This is an optimization exercise on Yosys and OpenROAD, whose aim is small area and a short achievable clock period, not a production implementation. Function was not checked in any run shown here: the RTL went through the layout flow alone.

**flow/standard.sh**
```bash
#!/bin/bash
# synth_recipe.tcl (not shown) runs the flow's synth.tcl, then flattens the netlist and writes it again
# the make line also repeats each setting of config.mk as NAME=value (left out here)
make -C /OpenROAD-flow-scripts/flow DESIGN_CONFIG=/design/flow/config.mk WORK_HOME=/design/flow/orfs CLKGATE_MAP_FILE= SYNTH_SCRIPT=/design/flow/synth_recipe.tcl "${@:-finish}"
```
**flow/flow/run.sh**
```bash
#!/bin/bash
set -euo pipefail
bash standard.sh SETUP_SLACK_MARGIN=6.3 finish > standard_run.log 2>&1
```
**flow/config.mk**
```make
export PLATFORM = sky130hd
export DESIGN_NAME = FIR1
export DESIGN_NICKNAME = FIR1
export VERILOG_FILES = /design/flow/design.v
export SDC_FILE = /design/flow/constraint.sdc
export NUM_CORES = 4
export LEC_CHECK = 0
export CAP_MARGIN = 20
export CORE_MARGIN = 2
export CORE_UTILIZATION = 40
export SLEW_MARGIN = 20
export SYNTH_HIERARCHICAL = 1
export SYNTH_MINIMUM_KEEP_SIZE = 0
```
**flow/design.v**
```verilog
module FIR1 (X, clk, Y, reset);
  input  [13:0] X;
  input         clk;
  output [13:0] Y;
  input         reset;
  reg [13:0] d1;
  reg [13:0] d2;
  reg [13:0] d3;
  reg [13:0] d4;
  reg [13:0] d5;
  reg [13:0] d6;
  reg [13:0] d7;
  reg [13:0] d8;
  reg [13:0] d9;
  reg [13:0] d10;
  reg [13:0] d11;
  reg [13:0] d12;
  reg [13:0] d13;
  reg [13:0] d14;
  reg [13:0] d15;
  reg [13:0] d16;
  reg [13:0] d17;
  reg [13:0] d18;
  reg [13:0] d19;
  reg [13:0] d20;
  reg [14:0] q2_0;
  reg [14:0] q2_2;
  reg [14:0] q2_3;
  reg [29:0] r2a;
  reg [28:0] r2b;
  reg [27:0] r1;
  reg [13:0] Y;
  wire s1 = q2_0[10] ^ q2_0[6];
  wire c2 = q2_0[10] | q2_0[6];
  wire s3 = q2_0[11] ^ q2_0[7];
  wire c4 = q2_0[11] | q2_0[7];
  wire s5, c6;
  FIR1_fa us5 (q2_0[5], q2_0[3], d4[1], s5, c6);
  wire s7, c8;
  FIR1_ha us7 (d14[1], q2_2[11], s7, c8);
  wire s9, c10;
  FIR1_fa us9 (q2_0[12], q2_0[8], q2_0[6], s9, c10);
  wire s11, c12;
  FIR1_fa us11 (q2_0[4], d4[2], d14[2], s11, c12);
  wire s13, c14;
  FIR1_fa us13 (q2_2[12], q2_2[10], q2_2[5], s13, c14);
  wire s15, c16;
  FIR1_fa us15 (q2_0[13], q2_0[9], q2_0[7], s15, c16);
  wire s17, c18;
  FIR1_fa us17 (q2_0[5], d4[3], d14[3], s17, c18);
  wire s19, c20;
  FIR1_fa us19 (q2_2[13], q2_2[11], q2_2[6], s19, c20);
  wire s21, c22;
  FIR1_ha us21 (q2_2[4], q2_2[2], s21, c22);
  wire s23, c24;
  FIR1_fa us23 (q2_0[10], q2_0[8], q2_0[6], s23, c24);
  wire s25, c26;
  FIR1_fa us25 (d4[4], d14[4], q2_2[12], s25, c26);
  wire s27, c28;
  FIR1_fa us27 (q2_2[7], q2_2[5], q2_2[3], s27, c28);
  wire s29, c30;
  FIR1_fa us29 (q2_3[9], q2_3[3], q2_3[1], s29, c30);
  wire s31, c32;
  FIR1_ha us31 (d9[0], d20[12], s31, c32);
  wire s33, c34;
  FIR1_fa us33 (q2_0[11], q2_0[9], q2_0[7], s33, c34);
  wire s35, c36;
  FIR1_fa us35 (d4[5], d14[5], q2_2[13], s35, c36);
  wire s37, c38;
  FIR1_fa us37 (q2_2[8], q2_2[6], q2_2[4], s37, c38);
  wire s39, c40;
  FIR1_fa us39 (q2_3[14], q2_3[10], q2_3[4], s39, c40);
  wire s41 = q2_0[12] ^ q2_0[10];
  wire c42 = q2_0[12] | q2_0[10];
  wire s43, c44;
  FIR1_fa us43 (q2_0[8], d4[6], d14[6], s43, c44);
  wire s45, c46;
  FIR1_ha us45 (q2_2[9], q2_2[7], s45, c46);
  wire s47, c48;
  FIR1_fa us47 (q2_0[13], q2_0[11], q2_0[9], s47, c48);
  wire s49, c50;
  FIR1_ha us49 (q2_0[6], q2_0[2], s49, c50);
  wire s51 = q2_0[7] ^ q2_0[3];
  wire c52 = q2_0[7] | q2_0[3];
  wire s53, c54;
  FIR1_fa us53 (q2_0[1], q2_2[7], q2_2[5], s53, c54);
  wire s55, c56;
  FIR1_ha us55 (q2_2[0], q2_3[2], s55, c56);
  wire s57, c58;
  FIR1_fa us57 (q2_0[8], q2_0[4], q2_0[2], s57, c58);
  wire s59, c60;
  FIR1_fa us59 (q2_0[0], q2_2[8], q2_2[6], s59, c60);
  wire s61, c62;
  FIR1_fa us61 (q2_2[1], q2_3[3], d20[6], s61, c62);
  wire s63, c64;
  FIR1_ha us63 (d18[6], d18[4], s63, c64);
  wire s65, c66;
  FIR1_fa us65 (q2_0[9], q2_0[5], q2_0[3], s65, c66);
  wire s67, c68;
  FIR1_fa us67 (q2_0[1], q2_2[9], q2_2[7], s67, c68);
  wire s69, c70;
  FIR1_fa us69 (q2_2[2], q2_2[0], q2_3[4], s69, c70);
  wire s71, c72;
  FIR1_fa us71 (d20[7], d18[7], d18[5], s71, c72);
  wire s73 = d18[3] ^ d4[5];
  wire c74 = d18[3] & ~d4[5];
  wire s75, c76;
  FIR1_fa us75 (q2_0[4], q2_0[2], d4[0], s75, c76);
  wire s77, c78;
  FIR1_fa us77 (d14[0], q2_2[10], q2_2[8], s77, c78);
  wire s79, c80;
  FIR1_fa us79 (q2_2[3], q2_2[1], q2_3[5], s79, c80);
  wire s81, c82;
  FIR1_fa us81 (d20[8], d18[8], d18[6], s81, c82);
  wire s83, c84;
  FIR1_fa us83 (d4[6], d14[6], q2_3[9], s83, c84);
  wire s85 = d18[4] ^ q2_3[3];
  wire c86 = d18[4] & ~q2_3[3];
  wire s87, c88;
  FIR1_fa us87 (q2_2[9], q2_2[4], q2_2[2], s87, c88);
  wire s89, c90;
  FIR1_fa us89 (q2_2[0], q2_3[6], q2_3[0], s89, c90);
  wire s91, c92;
  FIR1_fa us91 (d20[9], d18[9], d18[7], s91, c92);
  wire s93, c94;
  FIR1_fa us93 (d4[7], d14[7], q2_3[10], s93, c94);
  wire s95, c96;
  FIR1_fa us95 (~d18[5], q2_3[4], d20[7], s95, c96);
  wire s97, c98;
  FIR1_fa us97 (c2, ~s3, s7, s97, c98);
  wire s99, c100;
  FIR1_fa us99 (q2_2[3], q2_2[1], q2_3[7], s99, c100);
  wire s101, c102;
  FIR1_fa us101 (q2_3[1], d20[10], d18[10], s101, c102);
  wire s103, c104;
  FIR1_fa us103 (d4[8], d14[8], q2_3[11], s103, c104);
  wire s105, c106;
  FIR1_fa us105 (d18[8], d18[6], ~q2_3[5], s105, c106);
  wire s107, c108;
  FIR1_fa us107 (~d20[8], c4, c8, s107, c108);
  wire s109, c110;
  FIR1_fa us109 (c6, s9, s11, s109, c110);
  wire s111, c112;
  FIR1_fa us111 (q2_3[8], q2_3[2], q2_3[0], s111, c112);
  wire s113, c114;
  FIR1_fa us113 (d20[11], d18[11], d18[9], s113, c114);
  wire s115, c116;
  FIR1_fa us115 (d4[9], d14[9], q2_3[12], s115, c116);
  wire s117, c118;
  FIR1_fa us117 (~d18[7], q2_3[6], d20[9], s117, c118);
  wire s119, c120;
  FIR1_fa us119 (s21, c10, c12, s119, c120);
  wire s121, c122;
  FIR1_fa us121 (c14, s15, s17, s121, c122);
  wire s123, c124;
  FIR1_fa us123 (d18[12], d18[10], d18[8], s123, c124);
  wire s125, c126;
  FIR1_fa us125 (q2_0[14], d4[10], d14[10], s125, c126);
  wire s127, c128;
  FIR1_fa us127 (q2_2[14], q2_3[13], q2_3[7], s127, c128);
  wire s129, c130;
  FIR1_fa us129 (~d20[10], c22, s31, s129, c130);
  wire s131, c132;
  FIR1_fa us131 (c16, c18, c20, s131, c132);
  wire s133, c134;
  FIR1_fa us133 (s23, s25, s27, s133, c134);
  wire s135, c136;
  FIR1_fa us135 (q2_3[2], d9[1], d18[11], s135, c136);
  wire s137, c138;
  FIR1_fa us137 (d4[11], d14[11], q2_3[8], s137, c138);
  wire s139, c140;
  FIR1_fa us139 (d20[13], d20[11], d18[13], s139, c140);
  wire s141, c142;
  FIR1_fa us141 (d18[9], c32, c24, s141, c142);
  wire s143, c144;
  FIR1_fa us143 (c26, c28, c30, s143, c144);
  wire s145, c146;
  FIR1_fa us145 (s33, s35, s37, s145, c146);
  wire s147, c148;
  FIR1_fa us147 (q2_2[5], q2_3[11], q2_3[5], s147, c148);
  wire s149, c150;
  FIR1_fa us149 (q2_3[3], d9[2], d18[12], s149, c150);
  wire s151, c152;
  FIR1_fa us151 (d4[12], d14[12], q2_2[14], s151, c152);
  wire s153, c154;
  FIR1_fa us153 (~d18[10], q2_3[9], d20[12], s153, c154);
  wire s155, c156;
  FIR1_fa us155 (s45, c34, c36, s155, c156);
  wire s157, c158;
  FIR1_fa us157 (~s41, c38, c40, s157, c158);
  wire s159, c160;
  FIR1_fa us159 (d4[13], d14[13], d4[7], s159, c160);
  wire s161, c162;
  FIR1_fa us161 (d14[7], q2_2[10], q2_2[8], s161, c162);
  wire s163, c164;
  FIR1_fa us163 (q2_2[6], q2_3[12], q2_3[6], s163, c164);
  wire s165, c166;
  FIR1_fa us165 (q2_3[4], d9[3], d20[13], s165, c166);
  wire s167, c168;
  FIR1_fa us167 (~d18[11], q2_3[10], d18[13], s167, c168);
  wire s169, c170;
  FIR1_fa us169 (c42, c46, c44, s169, c170);
  wire s171, c172;
  FIR1_fa us171 (q2_0[12], q2_0[10], d4[8], s171, c172);
  wire s173, c174;
  FIR1_fa us173 (d14[8], q2_2[11], q2_2[9], s173, c174);
  wire s175, c176;
  FIR1_fa us175 (q2_2[7], q2_3[13], q2_3[7], s175, c176);
  wire s177, c178;
  FIR1_fa us177 (q2_3[5], d9[4], d18[12], s177, c178);
  wire s179, c180;
  FIR1_fa us179 (q2_0[13], q2_0[11], d4[9], s179, c180);
  wire s181, c182;
  FIR1_fa us181 (d14[9], q2_2[12], q2_2[10], s181, c182);
  wire s183, c184;
  FIR1_fa us183 (q2_0[4], q2_0[0], q2_2[4], s183, c184);
  wire s185, c186;
  FIR1_fa us185 (q2_0[5], q2_0[1], q2_2[5], s185, c186);
  wire s187, c188;
  FIR1_fa us187 (q2_2[3], q2_3[0], d20[3], s187, c188);
  wire s189, c190;
  FIR1_fa us189 (q2_0[0], q2_2[6], q2_2[4], s189, c190);
  wire s191, c192;
  FIR1_fa us191 (q2_3[1], d20[4], d18[4], s191, c192);
  wire s193, c194;
  FIR1_fa us193 (d4[2], d14[2], q2_3[5], s193, c194);
  wire s195, c196;
  FIR1_fa us195 (d20[5], d18[5], d18[3], s195, c196);
  wire s197, c198;
  FIR1_fa us197 (d4[3], d14[3], q2_3[6], s197, c198);
  wire s199, c200;
  FIR1_fa us199 (~d18[1], q2_3[0], d20[3], s199, c200);
  wire s201 = c50 ^ s51;
  wire c202 = c50 & ~s51;
  wire s203, c204;
  FIR1_fa us203 (d4[4], d14[4], q2_3[7], s203, c204);
  wire s205, c206;
  FIR1_fa us205 (~d18[2], q2_3[1], d20[4], s205, c206);
  wire s207, c208;
  FIR1_fa us207 (c52, c56, s63, s207, c208);
  wire s209, c210;
  FIR1_fa us209 (c54, s57, s59, s209, c210);
  wire s211, c212;
  FIR1_fa us211 (d14[5], q2_3[8], q2_3[2], s211, c212);
  wire s213, c214;
  FIR1_fa us213 (d20[5], ~c64, s73, s213, c214);
  wire s215, c216;
  FIR1_fa us215 (c58, c60, c62, s215, c216);
  wire s217, c218;
  FIR1_fa us217 (s65, s67, s69, s217, c218);
  wire s219, c220;
  FIR1_fa us219 (d20[6], s1, s85, s219, c220);
  wire s221, c222;
  FIR1_fa us221 (c74, c66, c68, s221, c222);
  wire s223, c224;
  FIR1_fa us223 (c70, c72, s75, s223, c224);
  wire s225, c226;
  FIR1_fa us225 (s77, s79, s81, s225, c226);
  wire s227, c228;
  FIR1_fa us227 (c86, c76, c78, s227, c228);
  wire s229, c230;
  FIR1_fa us229 (c80, c82, ~c84, s229, c230);
  wire s231, c232;
  FIR1_fa us231 (s5, s87, s89, s231, c232);
  wire s233, c234;
  FIR1_fa us233 (~s91, s93, s95, s233, c234);
  wire s235, c236;
  FIR1_fa us235 (c88, c90, c92, s235, c236);
  wire s237, c238;
  FIR1_fa us237 (s13, s99, s101, s237, c238);
  wire s239, c240;
  FIR1_fa us239 (c94, c96, s103, s239, c240);
  wire s241, c242;
  FIR1_fa us241 (s105, c98, s107, s241, c242);
  wire s243, c244;
  FIR1_fa us243 (c100, c102, ~c104, s243, c244);
  wire s245, c246;
  FIR1_fa us245 (c106, s19, s111, s245, c246);
  wire s247, c248;
  FIR1_fa us247 (~s113, s115, s117, s247, c248);
  wire s249, c250;
  FIR1_fa us249 (c108, c110, s119, s249, c250);
  wire s251, c252;
  FIR1_fa us251 (c112, c114, ~c116, s251, c252);
  wire s253, c254;
  FIR1_fa us253 (c118, s125, s127, s253, c254);
  wire s255, c256;
  FIR1_fa us255 (s29, s123, c120, s255, c256);
  wire s257, c258;
  FIR1_fa us257 (s129, c122, s131, s257, c258);
  wire s259, c260;
  FIR1_fa us259 (~c124, c126, c128, s259, c260);
  wire s261, c262;
  FIR1_fa us261 (s39, s135, ~s137, s261, c262);
  wire s263, c264;
  FIR1_fa us263 (~s139, c130, c132, s263, c264);
  wire s265, c266;
  FIR1_fa us265 (c134, s141, s143, s265, c266);
  wire s267, c268;
  FIR1_fa us267 (~c136, c138, c140, s267, c268);
  wire s269, c270;
  FIR1_fa us269 (s43, s147, s149, s269, c270);
  wire s271, c272;
  FIR1_fa us271 (s151, s153, ~c142, s271, c272);
  wire s273, c274;
  FIR1_fa us273 (c144, c146, s155, s273, c274);
  wire s275, c276;
  FIR1_fa us275 (c148, c150, ~c152, s275, c276);
  wire s277, c278;
  FIR1_fa us277 (s47, s159, s161, s277, c278);
  wire s279, c280;
  FIR1_fa us279 (~c154, s163, s165, s279, c280);
  wire s281, c282;
  FIR1_fa us281 (c156, c158, s169, s281, c282);
  wire s283, c284;
  FIR1_fa us283 (c48, c160, c162, s283, c284);
  wire s285, c286;
  FIR1_fa us285 (q2_0[14], q2_3[11], ~c164, s285, c286);
  wire s287, c288;
  FIR1_fa us287 (c166, s171, s173, s287, c288);
  wire s289, c290;
  FIR1_fa us289 (~c168, s175, s177, s289, c290);
  wire s291, c292;
  FIR1_fa us291 (q2_2[8], q2_3[8], q2_3[6], s291, c292);
  wire s293, c294;
  FIR1_fa us293 (q2_3[14], q2_3[12], d18[13], s293, c294);
  wire s295, c296;
  FIR1_fa us295 (d9[5], c172, c174, s295, c296);
  wire s297, c298;
  FIR1_fa us297 (c176, c178, s179, s297, c298);
  wire s299, c300;
  FIR1_fa us299 (d4[10], d14[10], q2_2[13], s299, c300);
  wire s301, c302;
  FIR1_fa us301 (q2_2[11], q2_2[9], q2_3[9], s301, c302);
  wire s303, c304;
  FIR1_fa us303 (q2_3[7], d9[6], ~q2_0[14], s303, c304);
  wire s305, c306;
  FIR1_fa us305 (q2_3[13], q2_0[12], ~c180, s305, c306);
  wire s307, c308;
  FIR1_fa us307 (q2_0[13], d4[11], d14[11], s307, c308);
  wire s309, c310;
  FIR1_fa us309 (q2_2[12], q2_2[10], q2_3[14], s309, c310);
  wire s311, c312;
  FIR1_fa us311 (q2_3[10], q2_3[8], d9[7], s311, c312);
  wire s313 = d4[12] ^ d14[12];
  wire c314 = d4[12] | d14[12];
  wire s315, c316;
  FIR1_ha us315 (q2_2[13], q2_2[11], s315, c316);
  wire s317, c318;
  FIR1_fa us317 (q2_2[2], d20[2], d18[2], s317, c318);
  wire s319, c320;
  FIR1_fa us319 (d4[0], d14[0], q2_3[3], s319, c320);
  wire s321, c322;
  FIR1_fa us321 (d4[1], d14[1], q2_3[4], s321, c322);
  wire s323, c324;
  FIR1_fa us323 (d18[3], d18[1], ~d20[1], s323, c324);
  wire s325, c326;
  FIR1_ha us325 (c184, s185, s325, c326);
  wire s327, c328;
  FIR1_fa us327 (d18[2], d18[0], ~d20[2], s327, c328);
  wire s329, c330;
  FIR1_fa us329 (s49, c186, c188, s329, c330);
  wire s331, c332;
  FIR1_fa us331 (s189, s191, ~s193, s331, c332);
  wire s333, c334;
  FIR1_fa us333 (s55, c190, c192, s333, c334);
  wire s335, c336;
  FIR1_fa us335 (c194, s197, s201, s335, c336);
  wire s337, c338;
  FIR1_fa us337 (s53, s195, ~s199, s337, c338);
  wire s339, c340;
  FIR1_fa us339 (c196, s61, c202, s339, c340);
  wire s341, c342;
  FIR1_fa us341 (c198, c200, s203, s341, c342);
  wire s343, c344;
  FIR1_fa us343 (~s205, s207, s209, s343, c344);
  wire s345, c346;
  FIR1_fa us345 (c204, c206, s211, s345, c346);
  wire s347, c348;
  FIR1_fa us347 (s71, c208, c210, s347, c348);
  wire s349, c350;
  FIR1_fa us349 (~s213, s215, s217, s349, c350);
  wire s351, c352;
  FIR1_fa us351 (c212, s83, c214, s351, c352);
  wire s353, c354;
  FIR1_fa us353 (c216, c218, s221, s353, c354);
  wire s355, c356;
  FIR1_fa us355 (~s219, s223, s225, s355, c356);
  wire s357, c358;
  FIR1_fa us357 (c222, s97, c224, s357, c358);
  wire s359, c360;
  FIR1_fa us359 (~c220, c226, s227, s359, c360);
  wire s361, c362;
  FIR1_fa us361 (s229, s231, ~s233, s361, c362);
  wire s363, c364;
  FIR1_fa us363 (c228, c230, c232, s363, c364);
  wire s365, c366;
  FIR1_fa us365 (s235, s109, s237, s365, c366);
  wire s367, c368;
  FIR1_fa us367 (s239, c234, ~s241, s367, c368);
  wire s369, c370;
  FIR1_fa us369 (c236, c238, ~c240, s369, c370);
  wire s371, c372;
  FIR1_fa us371 (s243, s121, s245, s371, c372);
  wire s373, c374;
  FIR1_fa us373 (~s247, c242, s249, s373, c374);
  wire s375, c376;
  FIR1_fa us375 (c244, c246, s251, s375, c376);
  wire s377, c378;
  FIR1_fa us377 (~s133, s253, c248, s377, c378);
  wire s379, c380;
  FIR1_fa us379 (c250, s255, s257, s379, c380);
  wire s381, c382;
  FIR1_fa us381 (~c252, c254, s259, s381, c382);
  wire s383, c384;
  FIR1_fa us383 (s145, s261, c256, s383, c384);
  wire s385, c386;
  FIR1_fa us385 (c258, s263, s265, s385, c386);
  wire s387, c388;
  FIR1_fa us387 (s157, c262, s269, s387, c388);
  wire s389, c390;
  FIR1_fa us389 (c260, s267, ~c264, s389, c390);
  wire s391, c392;
  FIR1_fa us391 (c266, ~s271, s273, s391, c392);
  wire s393, c394;
  FIR1_fa us393 (s167, c268, ~c270, s393, c394);
  wire s395, c396;
  FIR1_fa us395 (s275, s277, s279, s395, c396);
  wire s397, c398;
  FIR1_fa us397 (~c272, c274, s281, s397, c398);
  wire s399, c400;
  FIR1_fa us399 (c170, c276, c278, s399, c400);
  wire s401, c402;
  FIR1_fa us401 (s283, c280, s287, s401, c402);
  wire s403, c404;
  FIR1_fa us403 (~s285, s289, c282, s403, c404);
  wire s405, c406;
  FIR1_fa us405 (s181, s291, ~s293, s405, c406);
  wire s407, c408;
  FIR1_fa us407 (c284, c288, s295, s407, c408);
  wire s409, c410;
  FIR1_fa us409 (~c286, c290, s297, s409, c410);
  wire s411, c412;
  FIR1_fa us411 (c182, c292, ~c294, s411, c412);
  wire s413, c414;
  FIR1_fa us413 (s299, s301, s303, s413, c414);
  wire s415, c416;
  FIR1_fa us415 (c296, c298, ~s305, s415, c416);
  wire s417, c418;
  FIR1_fa us417 (q2_0[12], c300, c302, s417, c418);
  wire s419, c420;
  FIR1_fa us419 (c304, s307, s309, s419, c420);
  wire s421, c422;
  FIR1_fa us421 (q2_2[14], ~s311, c306, s421, c422);
  wire s423, c424;
  FIR1_fa us423 (q2_3[11], q2_3[9], d9[8], s423, c424);
  wire s425, c426;
  FIR1_fa us425 (q2_0[14], s313, ~s315, s425, c426);
  wire s427, c428;
  FIR1_fa us427 (c308, c310, c312, s427, c428);
  wire s429, c430;
  FIR1_fa us429 (q2_3[12], q2_3[10], d9[9], s429, c430);
  wire s431, c432;
  FIR1_fa us431 (d4[13], d14[13], q2_2[14], s431, c432);
  wire s433, c434;
  FIR1_fa us433 (c314, c316, ~q2_2[12], s433, c434);
  wire s435 = q2_2[13] ^ q2_3[13];
  wire c436 = q2_2[13] | q2_3[13];
  wire s437, c438;
  FIR1_ha us437 (q2_3[11], d9[10], s437, c438);
  wire s439, c440;
  FIR1_fa us439 (q2_0[2], q2_2[2], q2_2[0], s439, c440);
  wire s441, c442;
  FIR1_fa us441 (q2_2[3], q2_2[1], d20[1], s441, c442);
  wire s443 = d18[1] ^ q2_3[2];
  wire c444 = d18[1] & ~q2_3[2];
  wire s445, c446;
  FIR1_fa us445 (d18[0], ~d20[0], q2_0[3], s445, c446);
  wire s447, c448;
  FIR1_fa us447 (s183, s317, ~s319, s447, c448);
  wire s449, c450;
  FIR1_fa us449 (c318, ~c320, s187, s449, c450);
  wire s451, c452;
  FIR1_fa us451 (~s321, s323, s325, s451, c452);
  wire s453, c454;
  FIR1_fa us453 (~c322, c324, s327, s453, c454);
  wire s455, c456;
  FIR1_fa us455 (c326, s329, s331, s455, c456);
  wire s457, c458;
  FIR1_fa us457 (c328, c330, s333, s457, c458);
  wire s459, c460;
  FIR1_fa us459 (c332, ~s335, s337, s459, c460);
  wire s461, c462;
  FIR1_fa us461 (c334, s339, c338, s461, c462);
  wire s463, c464;
  FIR1_fa us463 (c336, s341, ~s343, s463, c464);
  wire s465, c466;
  FIR1_fa us465 (~c340, c342, s345, s465, c466);
  wire s467, c468;
  FIR1_fa us467 (s347, c344, s349, s467, c468);
  wire s469, c470;
  FIR1_fa us469 (c346, s351, ~c348, s469, c470);
  wire s471, c472;
  FIR1_fa us471 (s353, c350, s355, s471, c472);
  wire s473, c474;
  FIR1_fa us473 (~c352, c354, s357, s473, c474);
  wire s475, c476;
  FIR1_fa us475 (s359, c356, s361, s475, c476);
  wire s477, c478;
  FIR1_fa us477 (c358, c360, s363, s477, c478);
  wire s479, c480;
  FIR1_fa us479 (s365, c362, ~s367, s479, c480);
  wire s481, c482;
  FIR1_fa us481 (c364, c366, s369, s481, c482);
  wire s483, c484;
  FIR1_fa us483 (s371, ~c368, s373, s483, c484);
  wire s485, c486;
  FIR1_fa us485 (c370, c372, s375, s485, c486);
  wire s487, c488;
  FIR1_fa us487 (~s377, c374, s379, s487, c488);
  wire s489, c490;
  FIR1_fa us489 (~c376, c378, s381, s489, c490);
  wire s491, c492;
  FIR1_fa us491 (s383, c380, s385, s491, c492);
  wire s493, c494;
  FIR1_fa us493 (~c382, s387, c384, s493, c494);
  wire s495, c496;
  FIR1_fa us495 (c386, ~s389, s391, s495, c496);
  wire s497, c498;
  FIR1_fa us497 (c388, ~s393, s395, s497, c498);
  wire s499, c500;
  FIR1_fa us499 (~c390, c392, s397, s499, c500);
  wire s501, c502;
  FIR1_fa us501 (s399, c396, s401, s501, c502);
  wire s503, c504;
  FIR1_fa us503 (~c394, c398, s403, s503, c504);
  wire s505, c506;
  FIR1_fa us505 (s405, c400, c402, s505, c506);
  wire s507, c508;
  FIR1_fa us507 (s407, s409, c404, s507, c508);
  wire s509, c510;
  FIR1_fa us509 (s411, c406, s413, s509, c510);
  wire s511, c512;
  FIR1_fa us511 (c408, c410, s415, s511, c512);
  wire s513, c514;
  FIR1_fa us513 (c412, s417, c414, s513, c514);
  wire s515, c516;
  FIR1_fa us515 (s419, c416, ~s421, s515, c516);
  wire s517, c518;
  FIR1_fa us517 (s423, c418, c420, s517, c518);
  wire s519, c520;
  FIR1_fa us519 (s425, ~s427, c422, s519, c520);
  wire s521, c522;
  FIR1_fa us521 (c424, s429, ~s431, s521, c522);
  wire s523, c524;
  FIR1_fa us523 (~c426, c428, s433, s523, c524);
  wire s525, c526;
  FIR1_fa us525 (q2_2[12], ~s435, s437, s525, c526);
  wire s527, c528;
  FIR1_fa us527 (c430, ~c432, c434, s527, c528);
  wire s529, c530;
  FIR1_fa us529 (q2_3[12], d9[11], ~q2_2[14], s529, c530);
  wire s531, c532;
  FIR1_fa us531 (~q2_3[14], c436, c438, s531, c532);
  wire s533, c534;
  FIR1_ha us533 (d20[0], d18[0], s533, c534);
  wire s535, c536;
  FIR1_fa us535 (q2_0[3], s443, ~c440, s535, c536);
  wire s537, c538;
  FIR1_fa us537 (c444, c442, s445, s537, c538);
  wire s539, c540;
  FIR1_fa us539 (c446, c448, s449, s539, c540);
  wire s541, c542;
  FIR1_fa us541 (c450, s453, c452, s541, c542);
  wire s543, c544;
  FIR1_fa us543 (c454, s457, c456, s543, c544);
  wire s545, c546;
  FIR1_fa us545 (c458, s461, c460, s545, c546);
  wire s547, c548;
  FIR1_fa us547 (~c462, s465, c464, s547, c548);
  wire s549, c550;
  FIR1_fa us549 (c466, s469, ~c468, s549, c550);
  wire s551, c552;
  FIR1_fa us551 (~c470, s473, c472, s551, c552);
  wire s553, c554;
  FIR1_fa us553 (c474, s477, c476, s553, c554);
  wire s555, c556;
  FIR1_fa us555 (c478, s481, c480, s555, c556);
  wire s557, c558;
  FIR1_fa us557 (c482, s485, c484, s557, c558);
  wire s559, c560;
  FIR1_fa us559 (c486, c488, s491, s559, c560);
  wire s561, c562;
  FIR1_fa us561 (~c490, s493, c492, s561, c562);
  wire s563, c564;
  FIR1_fa us563 (c494, s497, c496, s563, c564);
  wire s565, c566;
  FIR1_fa us565 (s501, c498, c500, s565, c566);
  wire s567, c568;
  FIR1_fa us567 (c502, s505, s507, s567, c568);
  wire s569, c570;
  FIR1_fa us569 (s509, c506, s511, s569, c570);
  wire s571, c572;
  FIR1_fa us571 (c510, s513, c512, s571, c572);
  wire s573, c574;
  FIR1_fa us573 (c514, s517, c516, s573, c574);
  wire s575, c576;
  FIR1_fa us575 (s521, c518, s523, s575, c576);
  wire s577, c578;
  FIR1_fa us577 (s525, c522, c524, s577, c578);
  wire s579, c580;
  FIR1_fa us579 (s529, c526, s531, s579, c580);
  wire s581, c582;
  FIR1_fa us581 (q2_3[13], d9[12], c530, s581, c582);
  wire s583, c584;
  FIR1_ha us583 (q2_0[1], q2_2[1], s583, c584);
  wire s585, c586;
  FIR1_fa us585 (~q2_3[1], s533, s439, s585, c586);
  wire s587, c588;
  FIR1_fa us587 (c534, s441, ~s535, s587, c588);
  wire s589, c590;
  FIR1_fa us589 (~c536, s447, s537, s589, c590);
  wire s591, c592;
  FIR1_fa us591 (c538, s451, s539, s591, c592);
  wire s593, c594;
  FIR1_fa us593 (c540, s455, s541, s593, c594);
  wire s595, c596;
  FIR1_fa us595 (c542, s459, s543, s595, c596);
  wire s597, c598;
  FIR1_fa us597 (c544, s545, ~s463, s597, c598);
  wire s599, c600;
  FIR1_fa us599 (c546, s467, ~s547, s599, c600);
  wire s601, c602;
  FIR1_fa us601 (~s471, c548, s549, s601, c602);
  wire s603, c604;
  FIR1_fa us603 (s475, ~c550, s551, s603, c604);
  wire s605, c606;
  FIR1_fa us605 (c552, s479, s553, s605, c606);
  wire s607, c608;
  FIR1_fa us607 (c554, s483, s555, s607, c608);
  wire s609, c610;
  FIR1_fa us609 (s487, c556, s557, s609, c610);
  wire s611, c612;
  FIR1_fa us611 (~s489, c558, s559, s611, c612);
  wire s613, c614;
  FIR1_fa us613 (s495, c560, s561, s613, c614);
  wire s615, c616;
  FIR1_fa us615 (s499, c562, s563, s615, c616);
  wire s617, c618;
  FIR1_fa us617 (s503, c564, s565, s617, c618);
  wire s619, c620;
  FIR1_fa us619 (c504, s567, c566, s619, c620);
  wire s621, c622;
  FIR1_fa us621 (c508, s569, c568, s621, c622);
  wire s623, c624;
  FIR1_fa us623 (s515, c570, s571, s623, c624);
  wire s625, c626;
  FIR1_fa us625 (~s519, c572, s573, s625, c626);
  wire s627, c628;
  FIR1_fa us627 (~c520, s575, c574, s627, c628);
  wire s629, c630;
  FIR1_fa us629 (s527, c576, s577, s629, c630);
  wire s631, c632;
  FIR1_fa us631 (c528, s579, c578, s631, c632);
  wire s633, c634;
  FIR1_fa us633 (c532, s581, c580, s633, c634);
  wire s635, c636;
  FIR1_fa us635 (~d9[13], q2_3[14], c582, s635, c636);
  wire s637, c638;
  FIR1_ha us637 (r2a[6], r2b[6], s637, c638);
  wire s639, c640;
  FIR1_fa us639 (r2a[7], r2b[7], d1[5], s639, c640);
  wire s641, c642;
  FIR1_fa us641 (r2a[8], r2b[8], d1[6], s641, c642);
  wire s643, c644;
  FIR1_fa us643 (r2a[9], r2b[9], d1[7], s643, c644);
  wire s645, c646;
  FIR1_fa us645 (r2a[10], d1[8], d1[6], s645, c646);
  wire s647, c648;
  FIR1_fa us647 (r2b[11], d1[9], d1[7], s647, c648);
  wire s649, c650;
  FIR1_fa us649 (r2a[12], r2b[12], d1[10], s649, c650);
  wire s651, c652;
  FIR1_fa us651 (r2a[13], r2b[13], d1[11], s651, c652);
  wire s653, c654;
  FIR1_fa us653 (r2a[14], r2b[14], d1[12], s653, c654);
  wire s655, c656;
  FIR1_fa us655 (r2a[15], r2b[15], d1[11], s655, c656);
  wire s657, c658;
  FIR1_ha us657 (r2a[16], r2b[16], s657, c658);
  wire s659, c660;
  FIR1_ha us659 (r2a[17], r2b[17], s659, c660);
  wire s661 = r2a[3] ^ r2b[3];
  wire c662 = r2a[3] | r2b[3];
  wire s663, c664;
  FIR1_fa us663 (r2a[4], r2b[4], d1[2], s663, c664);
  wire s665, c666;
  FIR1_fa us665 (r2a[5], r2b[5], d1[3], s665, c666);
  wire s667, c668;
  FIR1_fa us667 (d1[4], d1[2], d1[0], s667, c668);
  wire s669, c670;
  FIR1_fa us669 (d1[3], d1[1], c638, s669, c670);
  wire s671, c672;
  FIR1_fa us671 (d1[4], d1[2], c640, s671, c672);
  wire s673, c674;
  FIR1_fa us673 (d1[5], d1[3], c642, s673, c674);
  wire s675, c676;
  FIR1_fa us675 (d1[4], ~r2b[10], c644, s675, c676);
  wire s677, c678;
  FIR1_fa us677 (d1[5], ~r2a[11], c646, s677, c678);
  wire s679, c680;
  FIR1_fa us679 (d1[8], d1[6], c648, s679, c680);
  wire s681, c682;
  FIR1_fa us681 (d1[9], d1[7], c650, s681, c682);
  wire s683, c684;
  FIR1_fa us683 (d1[10], d1[8], c652, s683, c684);
  wire s685, c686;
  FIR1_fa us685 (d1[9], ~d1[13], c654, s685, c686);
  wire s687, c688;
  FIR1_fa us687 (d1[12], d1[10], s657, s687, c688);
  wire s689, c690;
  FIR1_fa us689 (d1[11], c658, s659, s689, c690);
  wire s691, c692;
  FIR1_fa us691 (r2b[18], d1[12], c660, s691, c692);
  wire s693, c694;
  FIR1_fa us693 (r2a[19], r2b[19], ~d1[13], s693, c694);
  wire s695, c696;
  FIR1_ha us695 (r2b[2], d1[0], s695, c696);
  wire s697, c698;
  FIR1_fa us697 (d1[1], r2a[2], ~s661, s697, c698);
  wire s699, c700;
  FIR1_fa us699 (d1[0], c662, s663, s699, c700);
  wire s701, c702;
  FIR1_fa us701 (d1[1], c664, s665, s701, c702);
  wire s703, c704;
  FIR1_fa us703 (s637, c666, s667, s703, c704);
  wire s705, c706;
  FIR1_fa us705 (c668, s639, s669, s705, c706);
  wire s707, c708;
  FIR1_fa us707 (s641, c670, s671, s707, c708);
  wire s709, c710;
  FIR1_fa us709 (s643, c672, s673, s709, c710);
  wire s711, c712;
  FIR1_fa us711 (s645, c674, s675, s711, c712);
  wire s713, c714;
  FIR1_fa us713 (s647, c676, s677, s713, c714);
  wire s715, c716;
  FIR1_fa us715 (s649, c678, s679, s715, c716);
  wire s717, c718;
  FIR1_fa us717 (s651, c680, s681, s717, c718);
  wire s719, c720;
  FIR1_fa us719 (s653, c682, s683, s719, c720);
  wire s721, c722;
  FIR1_fa us721 (s655, c684, s685, s721, c722);
  wire s723, c724;
  FIR1_fa us723 (c656, s687, c686, s723, c724);
  wire s725, c726;
  FIR1_fa us725 (~d1[13], c688, s689, s725, c726);
  wire s727, c728;
  FIR1_fa us727 (~r2a[18], c690, s691, s727, c728);
  wire s729, c730;
  FIR1_fa us729 (r2a[18], s693, c692, s729, c730);
  wire s731, c732;
  FIR1_fa us731 (r2b[20], ~r2a[20], c694, s731, c732);
  wire s733, c734;
  FIR1_fa us733 (r2b[21], r2a[20], ~r2a[21], s733, c734);
  wire s735, c736;
  FIR1_fa us735 (r2b[22], r2a[21], ~r2a[22], s735, c736);
  wire s737, c738;
  FIR1_fa us737 (r2b[23], r2a[22], ~r2a[23], s737, c738);
  wire s739, c740;
  FIR1_fa us739 (r2b[24], r2a[23], ~r2a[24], s739, c740);
  wire s741, c742;
  FIR1_fa us741 (r2b[25], r2a[24], ~r2a[25], s741, c742);
  wire s743, c744;
  FIR1_fa us743 (r2b[26], r2a[25], ~r2a[26], s743, c744);
  wire s745, c746;
  FIR1_fa us745 (r2b[27], r2a[26], ~r2a[27], s745, c746);
  wire s747, c748;
  FIR1_fa us747 (r2a[28], ~r2a[27], r2b[28], s747, c748);
  wire s749 = r2a[29] ^ r2b[28];
  wire c750 = r2a[29] | r2b[28];
  wire [29:0] rs1 = {~c748, c746, c744, c742, c740, c738, c736, c734, c732, c730, c728, c726, c724, c722, c720, c718, c716, c714, c712, c710, c708, c706, c704, c702, c700, c698, c696, ~r2a[2], r2b[1], r2a[0]} + {~s749, ~s747, s745, s743, s741, s739, s737, s735, s733, s731, s729, s727, s725, s723, s721, s719, s717, s715, s713, s711, s709, s707, s705, s703, s701, s699, s697, s695, ~r2a[1], r2b[0]};
  wire s751 = r1[1] ^ X[0];
  wire c752 = r1[1] & ~X[0];
  wire s753, c754;
  FIR1_fa us753 (~r1[2], X[1], X[2], s753, c754);
  wire s755, c756;
  FIR1_fa us755 (~r1[3], X[2], X[3], s755, c756);
  wire s757, c758;
  FIR1_fa us757 (~r1[4], X[3], X[4], s757, c758);
  wire s759, c760;
  FIR1_fa us759 (~r1[5], X[4], X[5], s759, c760);
  wire s761, c762;
  FIR1_fa us761 (~r1[6], X[5], X[6], s761, c762);
  wire s763, c764;
  FIR1_fa us763 (~r1[7], X[6], X[7], s763, c764);
  wire s765, c766;
  FIR1_fa us765 (~r1[8], X[7], X[8], s765, c766);
  wire s767, c768;
  FIR1_fa us767 (~r1[9], X[8], X[9], s767, c768);
  wire s769, c770;
  FIR1_fa us769 (~r1[10], X[9], X[10], s769, c770);
  wire s771, c772;
  FIR1_fa us771 (~r1[11], X[10], X[11], s771, c772);
  wire s773, c774;
  FIR1_fa us773 (~r1[12], X[11], X[12], s773, c774);
  wire s775, c776;
  FIR1_fa us775 (r1[13], X[13], ~X[12], s775, c776);
  wire s777, c778;
  FIR1_ha us777 (r1[14], X[13], s777, c778);
  wire [29:0] fs = {r1[27], r1[26], r1[25], r1[24], r1[23], r1[22], r1[21], r1[20], r1[19], r1[18], r1[17], r1[16], r1[15], c776, ~c774, ~c772, ~c770, ~c768, ~c766, ~c764, ~c762, ~c760, ~c758, ~c756, ~c754, c752, ~X[1], r1[0], 1'b0, 1'b0} + {1'b0, 1'b0, 1'b0, 1'b0, 1'b0, 1'b0, 1'b0, 1'b0, 1'b0, 1'b0, 1'b0, 1'b0, c778, s777, s775, ~s773, ~s771, ~s769, ~s767, ~s765, ~s763, ~s761, ~s759, ~s757, ~s755, ~s753, ~s751, ~X[0], 1'b0, 1'b0};
  always @(posedge clk or posedge reset) begin
    if (reset) begin
      d1 <= 14'd0;
      d2 <= 14'd0;
      d3 <= 14'd0;
      d4 <= 14'd0;
      d5 <= 14'd0;
      d6 <= 14'd0;
      d7 <= 14'd0;
      d8 <= 14'd0;
      d9 <= 14'd0;
      d10 <= 14'd0;
      d11 <= 14'd0;
      d12 <= 14'd0;
      d13 <= 14'd0;
      d14 <= 14'd0;
      d15 <= 14'd0;
      d16 <= 14'd0;
      d17 <= 14'd0;
      d18 <= 14'd0;
      d19 <= 14'd0;
      d20 <= 14'd0;
      q2_0 <= 15'd32767;
      q2_2 <= 15'd32767;
      q2_3 <= 15'd0;
      r2a <= 30'd268437506;
      r2b <= 29'd1024;
      r1 <= 28'd268410883;
      Y <= 14'd0;
    end else begin
      d1 <= X;
      d2 <= d1;
      d3 <= d2;
      d4 <= d3;
      d5 <= d4;
      d6 <= d5;
      d7 <= d6;
      d8 <= d7;
      d9 <= d8;
      d10 <= d9;
      d11 <= d10;
      d12 <= d11;
      d13 <= d12;
      d14 <= d13;
      d15 <= d14;
      d16 <= d15;
      d17 <= d16;
      d18 <= d17;
      d19 <= d18;
      d20 <= d19;
      q2_0 <= ~({d1[13], d1} + {d15[13], d15});
      q2_2 <= ~({d5[13], d5} + {d11[13], d11});
      q2_3 <= {d7[13], d7} + {d9[13], d9};
      r2a <= {1'b1, q2_3[14], c634, c632, c630, c628, c626, c624, c622, c620, c618, c616, c614, c612, c610, c608, c606, c604, c602, c600, c598, c596, c594, c592, c590, c588, c586, c584, q2_3[0], q2_0[0]};
      r2b <= {c636, s635, s633, s631, s629, s627, s625, s623, s621, s619, s617, s615, s613, s611, s609, s607, s605, s603, s601, s599, s597, s595, s593, s591, s589, s587, s585, s583, q2_2[0]};
      r1 <= rs1[29:2];
      Y <= fs[29:16];
    end
  end
endmodule
module FIR1_fa (a, b, c, s, co);
  input a, b, c;
  output s, co;
  assign s = a ^ b ^ c;
  assign co = (a & b) | (a & c) | (b & c);
endmodule
module FIR1_ha (a, b, s, co);
  input a, b;
  output s, co;
  assign s = a ^ b;
  assign co = a & b;
endmodule
```
**flow/constraint.sdc**
```tcl
create_clock -name core_clock -period 10.0 [get_ports {clk}]
set_input_delay 2.0000 -clock core_clock [delete_from_list [all_inputs] [get_ports {clk}]]
set_output_delay 2.0000 -clock core_clock [all_outputs]
set_load 0.01 [all_outputs]
```
==> impl_results.md, run 1 <==
* Die ar. at 57900 um^2
* Vias in the first global route at 13000
* Global route overflow at 0
* Iteration-0 DRC Markers at 623
* Cells after Synth at 1448
* Setup crit start kind: flip-flop
* Cell mode on critical path: fa_2
* Critical path peak fanout at 3
* WS Path Type: flip-flop to flip-flop
* Max_slew headroom at 31.6%
* Die Wd at 241 um
* Max_cap viols at 0
* Share of cells above drive strength 1 at 24.5%
* Largest net degree at the start of global routing at 188
* GRT Resource Usage Total at 18.1%
* Critical path data arrival time at 4.65 ns
* CP max stage cell: dfstp_4
* Number of diodes at 0
* Ys Warns at 7
* Drt first pass iters at 5
* Area growth syn-to-layout at 19.1%
* Worst EP required at 10.51 ns
* Min Hold Slack at 0.338 ns
* Setup Skew at 0.0170 ns
* HPWL Detailed at 36800 um
* H-tree depth at 2
* RSZ-0062 raised after global routing: true
* Final worst path period share at 41.4%
* DRC viols at 0
* Status: no timing/DRC/antenna violations
* Critical path endpoint category: flip-flop
* Most used DFF post-synth: dfrtp_1
* First-pass GRT wire length at 76600 um
* #FFs+latches synth at 426
* CP cell instances: fa_2 -> fa_2 -> fa_2 -> fa_2 -> fa_2 -> fa_2 -> fa_2
* Worst-Margin Slew at 1.03 ns
* Number of synthesized flops with an enable pin at 0
* Post-synth ARST share at 100%
* Clock buffer depth at 3
* GP Congestion at 0.894
* Tmin final at 4.14 ns
* Inserted Clock Buffers at 45
* DRT Wirelength at 49600 um
* Initial Util at 40.6%
* Min-Delay Path Class: flip-flop to flip-flop
* IO Count at 30
* Cell row count at 86
* Core ar. at 55200 um^2
* Sum Neg Setup Slack at 0 ns
* Seq/Total Area, Yosys at 47.9%
* Endpoints failing hold at 0
* Fillers at 4700
* Synth Area per Inst at 15.5 um^2
* Fin nets at 2094
* Fmax at 241 MHz
* Worst stage delay on the critical path at 0.66 ns
* Slew Viols, Final at 0
* Clock sink count at 426
* Syn Nets at 1940
* Vias per inst at 4.83
* Cell variety after synth at 46
* Latest clock arrival within the worst-skew pair at 0.57 ns
* Antenna Nets Post-Route at 0
* Die Ht at 241 um
* Vias at 11500
* WL per Instance at 20.8 um
* Root buf cell: clkbuf_16
* IO buf count at 29
* Endpoints failing setup at 0
* Cell area after synthesis at 22400 um^2
* CTS tree: done
* Clock transition at path regs at 0.06 ns
* Antenna violations before repair at 0
## through the flow
step | cell area, um^2 | worst slack (ns) | utilization, % | std cells
5_1_grt | 26700 | 5.80 | 48.3 | 2386
6_report | 26700 | 5.86 | 48.3 | 2386
2_1_floorplan | 22600 | 2.29 | - | 1448
4_1_cts | 26200 | 5.79 | 47.5 | 2364
3_5_place_dp | 23800 | 4.61 | 43.2 | 2227
3_3_place_gp | 23800 | 4.68 | 43.2 | 2227
## routing by layer
layer / global-route usage [%] / vias to the layer above / wire, um
met5: 0 / - / 0
met4: 5.10 / 0 / 1030
met3: 2.44 / 63 / 1750
met2: 30.5 / 185 / 25300
met1: 24.8 / 6354 / 21500
li1: - / 4911 / -
## synth_stat cells, drive strengths merged, types with 9 or more instances
| cell type | count | area (um^2) |
|---|---|---|
| a21o | 19 | 143 |
| a21oi | 42 | 210 |
| a31oi | 9 | 62.6 |
| and3 | 11 | 68.8 |
| dfrtp | 376 | 9410 |
| dfstp | 50 | 1310 |
| fa | 362 | 7250 |
| ha | 114 | 1430 |
| inv | 202 | 758 |
| nand2 | 25 | 93.8 |
| nand3 | 11 | 55.1 |
| nor2 | 35 | 131 |
| nor3 | 20 | 100 |
| o21ai | 18 | 90.1 |
| xnor2 | 53 | 464 |
| xor2 | 21 | 184 |
## state kept, by name (all words and copies together) (netlist names), 15 cells and up
name	flops
q2_3	15
q2_0	15
r1	28
r2a	30
q2_2	15
r2b	29
## layout by cell type, fill, tap and decap left out, types with 36 or more instances in the layout
cell type,n
a21oi_1,36
buf_4,59
clkbuf_16,48
dfrtp_1,348
dfstp_2,47
fa_1,293
fa_2,69
ha_1,90
inv_1,182
xnor2_1,53
## worst max-delay path, delay by kind of cell (launching register included)
| family | cells | cell delay (ns) |
|---|---|---|
| DFF | 1 | 0.66 |
| adders and majority gates | 7 | 3.43 |
## cell families after synthesis
family / Yosys count / share of synthesized area [%]
AOI/OAI and AO/OA: 139 / 4.26
xor gates and xnor gates: 74 / 2.89
adders and majority gates: 476 / 38.7
buffers and inverters: 203 / 3.41
DFF: 426 / 47.9
other: 1 / 0.0167
and+or+nand+nor: 129 / 2.80
## modules after synthesis (local to each module, per instance)
module	cells inside	copies in the design	flops+latches	cell area, um^2
FIR1_ha	1	17	0	12.5
FIR1	1072	1	426	15000
FIR1_fa	1	359	0	20.0
## final cells by class
| cell class | instances | area, um^2 | area share [%] |
|---|---|---|---|
| Clock inverter | 18 | 283 | 1.06 |
| Timing Repair Buffer | 108 | 995 | 3.73 |
| Sequential cell | 426 | 10800 | 40.4 |
| Clock buffer | 65 | 1330 | 5.00 |
| Inverter | 202 | 762 | 2.86 |
| Multi-Input combinational cell | 819 | 11600 | 43.5 |
| Tap cell | 748 | 936 | 3.51 |
## final timing paths
| kind | startpoint | end | slack [ns] | cells past startpoint |
|---|---|---|---|---|
| setup / recovery | q2_2[12] | r2b[15] | 5.86 | 7 |
| hold / removal | d19[10] | d20[10] | 0.34 | 0 |
| setup reg to reg | q2_2[12] | r2b[15] | 5.86 | 7 |
| hold reg to reg | d19[10] | d20[10] | 0.34 | 0 |
| max in group asynchronous | reset | q2_3[0] | 6.66 | 3 |
| min in group asynchronous | reset | d10[13] | 1.90 | 2 |
## timing repair
item / in CTS / in global routing
setup endpoints to repair: 205 / 199
gates cloned: 0 / 1
pin swaps: 53 / 56
buffers inserted: 54 / 21
gates resized for setup: 159 / 77
hold buffers: 0 / 0
==> run 2: changes to the inputs <==
==> flow/flow/run.sh (replaced) <==
#!/bin/bash
set -euo pipefail
bash standard.sh SETUP_SLACK_MARGIN=6.0 finish > standard_run.log 2>&1
--- a/flow/config.mk
+++ b/flow/config.mk
@@ -9,4 +9,6 @@
 export CORE_MARGIN = 2
 export CORE_UTILIZATION = 40
+export CTS_CLUSTER_DIAMETER = 150
+export CTS_CLUSTER_SIZE = 20
 export SLEW_MARGIN = 20
 export SYNTH_HIERARCHICAL = 1
==> impl_results.md, run 2 <==
* Status: no timing/DRC/antenna violations
* Cell variety after synth at 46 (unchanged)
* Number of diodes at 0 (unchanged)
* Initial Util at 40.6% (unchanged)
* Worst stage delay on the critical path at 0.55 ns (-0.11 ns)
* Global route overflow at 0 (unchanged)
* Setup crit start kind: flip-flop
* Cell row count at 86 (unchanged)
* Worst-Margin Slew at 0.987 ns (-0.0387 ns)
* Antenna violations before repair at 0 (unchanged)
* Antenna Nets Post-Route at 0 (unchanged)
* Family with the most delay on the worst path: adder cells
* Ys Warns at 7 (unchanged)
* #FFs+latches synth at 426 (unchanged)
* Critical path endpoint category: flip-flop
* Endpoints failing hold at 0 (unchanged)
* Min-Delay Path Class: flip-flop to flip-flop
* Cells after DPL at 2227 (unchanged)
* Dpl cell area at 23800 um^2 (-0.30%)
* Critical path data arrival time at 4.58 ns (-0.07 ns)
* Vias at 11100 (-3.8%)
* Setup Skew at 0.0193 ns (+0.00228 ns)
* CP max stage cell: fa_2
* Most frequent cells in the layout: dfrtp_1, fa_1, inv_1, ha_1, xnor2_1
* Share of cells above drive strength 1 at 14.6% (-10 points)
* Largest regs: r2a: 30 flops, r2b: 29 flops, r1: 28 flops
* Post-synth ARST share at 100% (unchanged)
* Bufs and invs on worst path at 3 (+3)
* DRC viols at 0 (unchanged)
* Iteration-0 DRC Markers at 598 (-4.0%)
* Die Wd at 241 um (unchanged)
* Reg2reg start: q2_0[8]
* Most common cell in the netlist: dfrtp_1
* Most used DFF post-synth: dfrtp_1
* Share of the synthesized area in the top cell type at 42.0% (unchanged)
* R2r setup slk at 5.86 ns (about the same)
* Hold Path Depth at 0 (unchanged)
* IO Count at 30 (unchanged)
* Worst EP required at 10.45 ns (-0.06 ns)
* GP Congestion at 0.916 (+2.4%)
* RSZ-0062 raised after global routing: true
* Fin nets at 2044 (-2.4%)
* WS Path Type: flip-flop to flip-flop
* Hold Startpoint: d3[8]
* Reg with most FFs: r2a
* Max_cap viols at 0 (unchanged)
* Vias per inst at 4.78 (-1.0%)
* Hold Path Sink: d4[8]
* Vias in the first global route at 12500 (-4.3%)
* Die ar. at 57900 um^2 (unchanged)
* DRT Wirelength at 47800 um (-3.7%)
* WL per Instance at 20.6 um (-0.94%)
* Largest net degree at the start of global routing at 190 (+1.1%)
* Worst reg2reg path endpoint: r2b[18]
* Endpoints failing setup at 0 (unchanged)
* Root buf cell: clkbuf_16
* Core ar. at 55200 um^2 (unchanged)
* Inserted Clock Buffers at 25 (-44%)
* Setup WS pre-CTS at 4.64 ns (+0.0372 ns)
* Syn Nets at 1940 (unchanged)
* Worst r2r path cells at 10 (+3)
* Tmin final at 4.14 ns (-0.00844 ns)
* Fmax at 242 MHz (+0.20%)
* Clock sink count at 426 (unchanged)
* Post-synth top cells: dfrtp_1, fa_1, inv_1
* Final worst path period share at 41.4% (-0.084 points)
* Min Hold Slack at 0.341 ns (+0.00260 ns)
* Sum Neg Setup Slack at 0 ns (unchanged)
* GRT Resource Usage Total at 17.5% (-0.62 points)
* Layout Cell Area excl Fill at 25100 um^2 (-5.9%)
* Fin worst setup slack at 5.86 ns (+0.00844 ns)
* Synth Area per Inst at 15.5 um^2 (unchanged)
* Critical path peak fanout at 3 (unchanged)
* Post-synth top area cell: dfrtp_1
* Max reg flops at 30 (unchanged)
* Commonest non-fill, non-tap cell in the layout: dfrtp_1
* Die Ht at 241 um (unchanged)
* Seq/Total Area, Yosys at 47.9% (unchanged)
* H-tree depth at 1 (-1)
* Number of synthesized flops with an enable pin at 0 (unchanged)
* Clock buffer depth at 3 (unchanged)
* Cell mode on critical path: fa_2
* Final core occ at 45.5% (-2.9 points)
* IO buf count at 29 (unchanged)
* Area contributors post-synth: dfrtp_1, fa_1, ha_1, dfstp_2, inv_1
* Latest clock arrival within the worst-skew pair at 0.58 ns (about the same)
* Max_slew headroom at 34.2% (+2.6 points)
* Drt first pass iters at 5 (unchanged)
* Slew Viols, Final at 0 (unchanged)
* CTS tree: done
* Cells after Synth at 1448 (unchanged)
* HPWL Detailed at 36900 um (+0.33%)
* Cell area after synthesis at 22400 um^2 (unchanged)
* Area growth syn-to-layout at 12.1%
* CP cell instances: buf_4 -> buf_6 -> buf_4 -> fa_2 -> fa_1 -> fa_2 -> fa_1 -> fa_2 -> fa_2 -> fa_2
* Post-Layout Cell Count at 2319 (-2.8%)
* First-pass GRT wire length at 74000 um (-3.5%)
* Clock transition at path regs at 0.09 ns (+0.03 ns)
==> run 2: worst max path at each step <==
stage                     slack, ns  cells after the start      end     from
after global placement         4.67                     12    Y[12]     X[4]
after CTS                      5.83                      7  r2b[15]  q2_0[8]
after global routing           5.82                     10  r2b[18]  q2_0[8]
after floorplan                2.29                      1     Y[0]    reset
after detailed placement       4.64                     12    Y[12]     X[4]
final                          5.86                     10  r2b[18]  q2_0[8]
==> run 2: cell type report <==
class | count | area (um^2)
well taps | 748 | 936
fillers | 4859 | 30100
repair buffers | 78 | 687
clock inverters | 2 | 25.0
multi-input cells | 819 | 11200
flip-flops and latches | 426 | 10800
inverters | 202 | 762
clock buffers | 44 | 697
==> run 2: cell families (layout without fill, tap and decap cells) <==
family	after synthesis	in the layout	synth area share, %
adder cells (fa/ha/maj)	476	476	38.7
flip-flops	426	426	47.9
buffers and inverters	203	326	3.41
AO/OA/AOI/OAI	139	139	4.26
AND/OR/NAND/NOR	129	129	2.80
XOR/XNOR	74	74	2.89
other	1	1	0.0167
==> run 2: Yosys stat by module (local to each module, per instance) <==
module | times used | flip-flops and latches | cell area, um^2 | cells inside
FIR1 | 1 | 426 | 15000 | 1072
FIR1_fa | 359 | 0 | 20.0 | 1
FIR1_ha | 17 | 0 | 12.5 | 1
==> run 2: timing repair <==
action	CTS	global route
endpoints found under the setup margin	36	29
resized for setup	102	39
hold buffers	0	0
setup buffers	32	14
pin swaps	33	26
==> run 2: per-layer routing <==
metal | wire, um | GRT usage [%]
met5 | 0 | 0
met3 | 1930 | 3.15
met4 | 1360 | 4.82
met2 | 23800 | 29.1
met1 | 20700 | 23.8

[what the ideal ports hide]
How much do the figures lean on ideal ports? The routed layouts below were timed once more, with nothing changed but the port constraints. Step 1 sets driving cells, clkbuf_16 on the clock port and buf_2 on the other inputs (assumed; they add their load-dependent delay and slew). Step 2 times the ports against the registers' clock, not the clock port: input delays grow and output delays shrink by t, the midpoint of the rising clock arrivals with the driver on. a / b / c = ideal ports / drivers / drivers and shift; a / b = the first two.
run | t (ns) | setup WS [ns] | worst hold slack (ns) | worst setup path at the end | worst slew at a driven data input, ns
run 1 | 0.623 | 5.855 / 5.855 / 5.261 | 0.338 / 0.338 / 0.338 | input to register | 0.05
run 2 | 0.623 | 5.864 / 5.864 / 5.297 | 0.341 / 0.341 / 0.341 | input to register | 0.05
After both steps setup and hold are still met in every run listed. For run 1, which loses most, drivers alone change the setup slack by 0.000 ns; drivers and shift together by -0.594 ns.
